This design comes from an exercise in tuning for small area, a short achievable clock period and few clock cycles on the open sky130 flow, not from production work. Only simulation tests tie the RTL to the original design; equivalence was not proved. Power is estimated from default activity; no workload was simulated.

==> flow/design.v (excerpt) <==
module Pipelined_CPU(
  input         clk,
  input         rst_n,
  output [6:0]  imem_addr,
  input  [31:0] imem_data,
  output [6:0]  dmem_addr,
  output [31:0] dmem_wdata,
  output        dmem_we,
  input  [31:0] dmem_rdata
);
Settings: LEC_CHECK=0, CAP_MARGIN=20, CORE_MARGIN=2, CORE_UTILIZATION=55, CTS_CLUSTER_DIAMETER=120, CTS_CLUSTER_SIZE=20, SETUP_SLACK_MARGIN=1.0, SLEW_MARGIN=20, SYNTH_HIERARCHICAL=1, TNS_END_PERCENT=10; clock period 22.0 ns.
standard.sh (not shown) runs the stock make flow with config.mk's settings and CLKGATE_MAP_FILE= SYNTH_SCRIPT=/design/flow/synth_recipe.tcl, a recipe that flattens the netlist after the stock synthesis.
==> flow/flow/run.sh <==
#!/bin/bash
# Layout flow for this design: the standard ORFS flow (standard.sh, with
# the standard synthesis and the design's constraint.sdc unchanged), with
#  - the setup repair steps (floorplan, CTS, global route) asked for a larger
#    setup margin, so that they size and buffer the logic for speed instead of
#    stopping as soon as the 22 ns constraint is met;
set -euo pipefail
bash standard.sh \
  SETUP_SLACK_MARGIN=17.2 \
  "BUFFER_PORTS_ARGS=-buffer_cell sky130_fd_sc_hd__buf_4" \
  finish > flow.log 2>&1
The baseline completed without violations.
Testbench counts at the start, summed over its fixed seeds: cycles 45,979.
==> next run, changes <==
--- a/flow/design.v
+++ b/flow/design.v
@@ -205,16 +205,18 @@
   wire [6:0] FA1  = FA + 7'd1;
   wire       fidx = FA1[0];
   wire       xidx = XP1[0];
   wire       bhit  = bt_v[fidx] & (bt_tag[fidx] == FA1[6:1]);
   wire [6:0] bpred = bhit ? bt_tgt[fidx] : FA1;
   wire       xtk   = xexec & (is_jr | is_j | taken);
   wire       redir   = ipt & ~BH;
-  wire [6:0] fa_next = accept ? (redir ? itgt : bpred) : (fa_hit ? bpred : expc);
-  wire       bh_next = bhit & (accept ? ~redir : fa_hit);
+  wire       seq     = (FA == IA1) | BH;
+  wire [6:0] fa_int  = accept ? (seq ? bpred : IA1) : (fa_hit ? bpred : expc);
+  wire [6:0] fa_next = (accept & redir) ? itgt : fa_int;
+  wire       bh_next = bhit & (accept ? (~redir & seq) : fa_hit);
   always @(posedge clk or negedge rst_n) begin
     if (!rst_n) bt_v <= 0;
     else if (xtk) bt_v[xidx] <= 1'b1;
   end
   always @(posedge clk) begin
     if (xtk) begin
       bt_tag[xidx] <= XP1[6:1];
Outcome: The new run passed the timing, DRC and antenna checks. Clock-buffer cell count is higher by 5. Hold slack is better by 0.017 ns. Fmax falls by 0.32%. Worst setup slack loses 0.018 ns. Die area is lower by about 1%. Via count rises by about 2.6%. Design area is higher by about 1.7%. Register-to-register slack hardly moves. Sequential cell count is unchanged. Routed wire length went up by 2.1%. Synthesized cell count is higher by 0.88%.
Testbench counts after the change, summed over its fixed seeds: cycles 45,822.

========
Pipelined_CPU, a different RTL version from the one above (not shown whole).
Size in the first run: ~5100 cells after synthesis.
clock: 22.0 ns
lec_check: 0
cap_margin: 20
core_margin: 2
core_utilization: 55
cts_cluster_diameter: 120
cts_cluster_size: 20
setup_slack_margin: 1.0
slew_margin: 20
synth_hierarchical: 1
==> flow/flow/run.sh <==
#!/bin/bash
# Layout flow for this design: the standard ORFS flow (standard.sh, with
# the standard synthesis and the design's constraint.sdc unchanged), with
#  - the setup repair steps (floorplan, CTS, global route) asked for a larger
#    setup margin, so that they size and buffer the logic for speed instead of
#    stopping as soon as the 22 ns constraint is met;
set -euo pipefail
bash standard.sh \
  SETUP_SLACK_MARGIN=16.9 \
  "BUFFER_PORTS_ARGS=-buffer_cell sky130_fd_sc_hd__buf_4" \
  finish > flow.log 2>&1
Testbench counts at the start, summed over its fixed seeds: cycles 45,743.
Rerun with:
--- a/flow/design.v
+++ b/flow/design.v
@@ -147,30 +147,24 @@
   wire [6:0] itgt = ij ? imem_data[6:0] : isum;
   reg  [6:1] bt_tag [0:1];
   reg  [6:0] bt_tgt [0:1];
   reg  [1:0] bt_v;
   wire [6:0] FA1  = FA + 7'd1;
   wire       fidx = FA1[0];
   wire       xidx = XP1[0];
   wire       bhit  = bt_v[fidx] & (bt_tag[fidx] == FA1[6:1]);
   wire [6:0] bpred = bhit ? bt_tgt[fidx] : FA1;
   wire       xtk   = xexec & (is_jr | is_j | taken);
   wire       redir   = ipt & ~BH;
-  wire       hz;
-  ihazard ihz (.w(imem_data), .mdst(M_dst), .mld(M_wr & M_ld), .xdst(dst), .xwr(xexec & wreg),
-               .hz(hz));
-  wire       hold    = accept & hz;
-  wire [6:0] fa_next = (accept & redir) ? itgt :
-                       hold ? FA :
-                       (accept | fa_hit) ? bpred : expc;
-  wire       bh_next = bhit & ~hold & (accept ? ~redir : fa_hit);
+  wire [6:0] fa_next = accept ? (redir ? itgt : bpred) : (fa_hit ? bpred : expc);
+  wire       bh_next = bhit & (accept ? ~redir : fa_hit);
   always @(posedge clk or negedge rst_n) begin
     if (!rst_n) bt_v <= 0;
     else if (xtk) bt_v[xidx] <= 1'b1;
   end
   always @(posedge clk) begin
     if (xtk) begin
       bt_tag[xidx] <= XP1[6:1];
       bt_tgt[xidx] <= xnext;
     end
   end
   always @(posedge clk or negedge rst_n) begin
@@ -362,26 +356,11 @@
       decode[C_UB]  = ralu | isw | ibr2;
     end
   endfunction
   assign c = {1'b0, decode(w)};
 endmodule
 module onehot5 (
   input  [4:0]  a,
   output [31:0] y
 );
   assign y = 32'd1 << a;
 endmodule
-module ihazard (
-  input  [31:0] w,
-  input  [4:0]  mdst,
-  input         mld,
-  input  [4:0]  xdst,
-  input         xwr,
-  output        hz
-);
-  wire [5:0] op = w[31:26];
-  wire       ua = (op != 6'h02) & (op != 6'h0F);
-  wire       ub = (op == 6'h00) | (op == 6'h2B) | (op == 6'h04) | (op == 6'h05);
-  wire       ha = (mdst == w[25:21]) & ~(xwr & (xdst == w[25:21]));
-  wire       hb = (mdst == w[20:16]) & ~(xwr & (xdst == w[20:16]));
-  assign hz = mld & ((ua & ha) | (ub & hb));
-endmodule
Final cell count hardly moves.
Die area is higher by 0.86%.
Final area barely changes.
Clock skew is higher by 0.016 ns.
Wire length is lower by 1.1%.
Core utilization is lower by 0.70 points.
Global-route usage is lower by 1.4 points.
Power is lower by 2.0%.
Non-clock buffer count is higher by 1.
Sequential cell count does not change.
Sequential power is lower by about 1%.
Worst setup slack gets worse by 0.060 ns.
Testbench counts after the change, summed over its fixed seeds: cycles 45,979.

-- separate check: timing with driven ports --
The results above use ideal ports. As a check the final layouts listed here were re-extracted and re-timed, cells and wires unchanged.
Step 1 sets driving cells, clkbuf_16 on the clock port and buf_2 on the other inputs (assumed; they add their load-dependent delay and slew).
Step 2 also shifts input and output timing later by t, the mid clock arrival at the registers, as if the neighbouring blocks saw the same clock.
Slacks: ideal / step 1 / step 2; pairs: ideal / step 1.
run	t, ns	setup WS [ns]	hold slack, ns	worst setup path after step 2	pins driven straight from the clock port
the first run of note 1	0.786	16.420 / 16.348 / 15.789	0.382 / 0.382 / 0.382	input to register	1
the second run of note 1	0.779	16.402 / 16.327 / 15.692	0.399 / 0.399 / 0.399	input to register	1
the first run of note 2	0.782	16.433 / 16.358 / 15.778	0.384 / 0.384 / 0.384	input to register	1
the second run of note 2	0.815	16.373 / 16.299 / 15.762	0.384 / 0.384 / 0.384	input to register	1
After both steps every run listed still meets setup and hold. For the second run of note 1, which loses most, drivers alone change the setup slack by -0.075 ns; drivers and shift together by -0.710 ns.
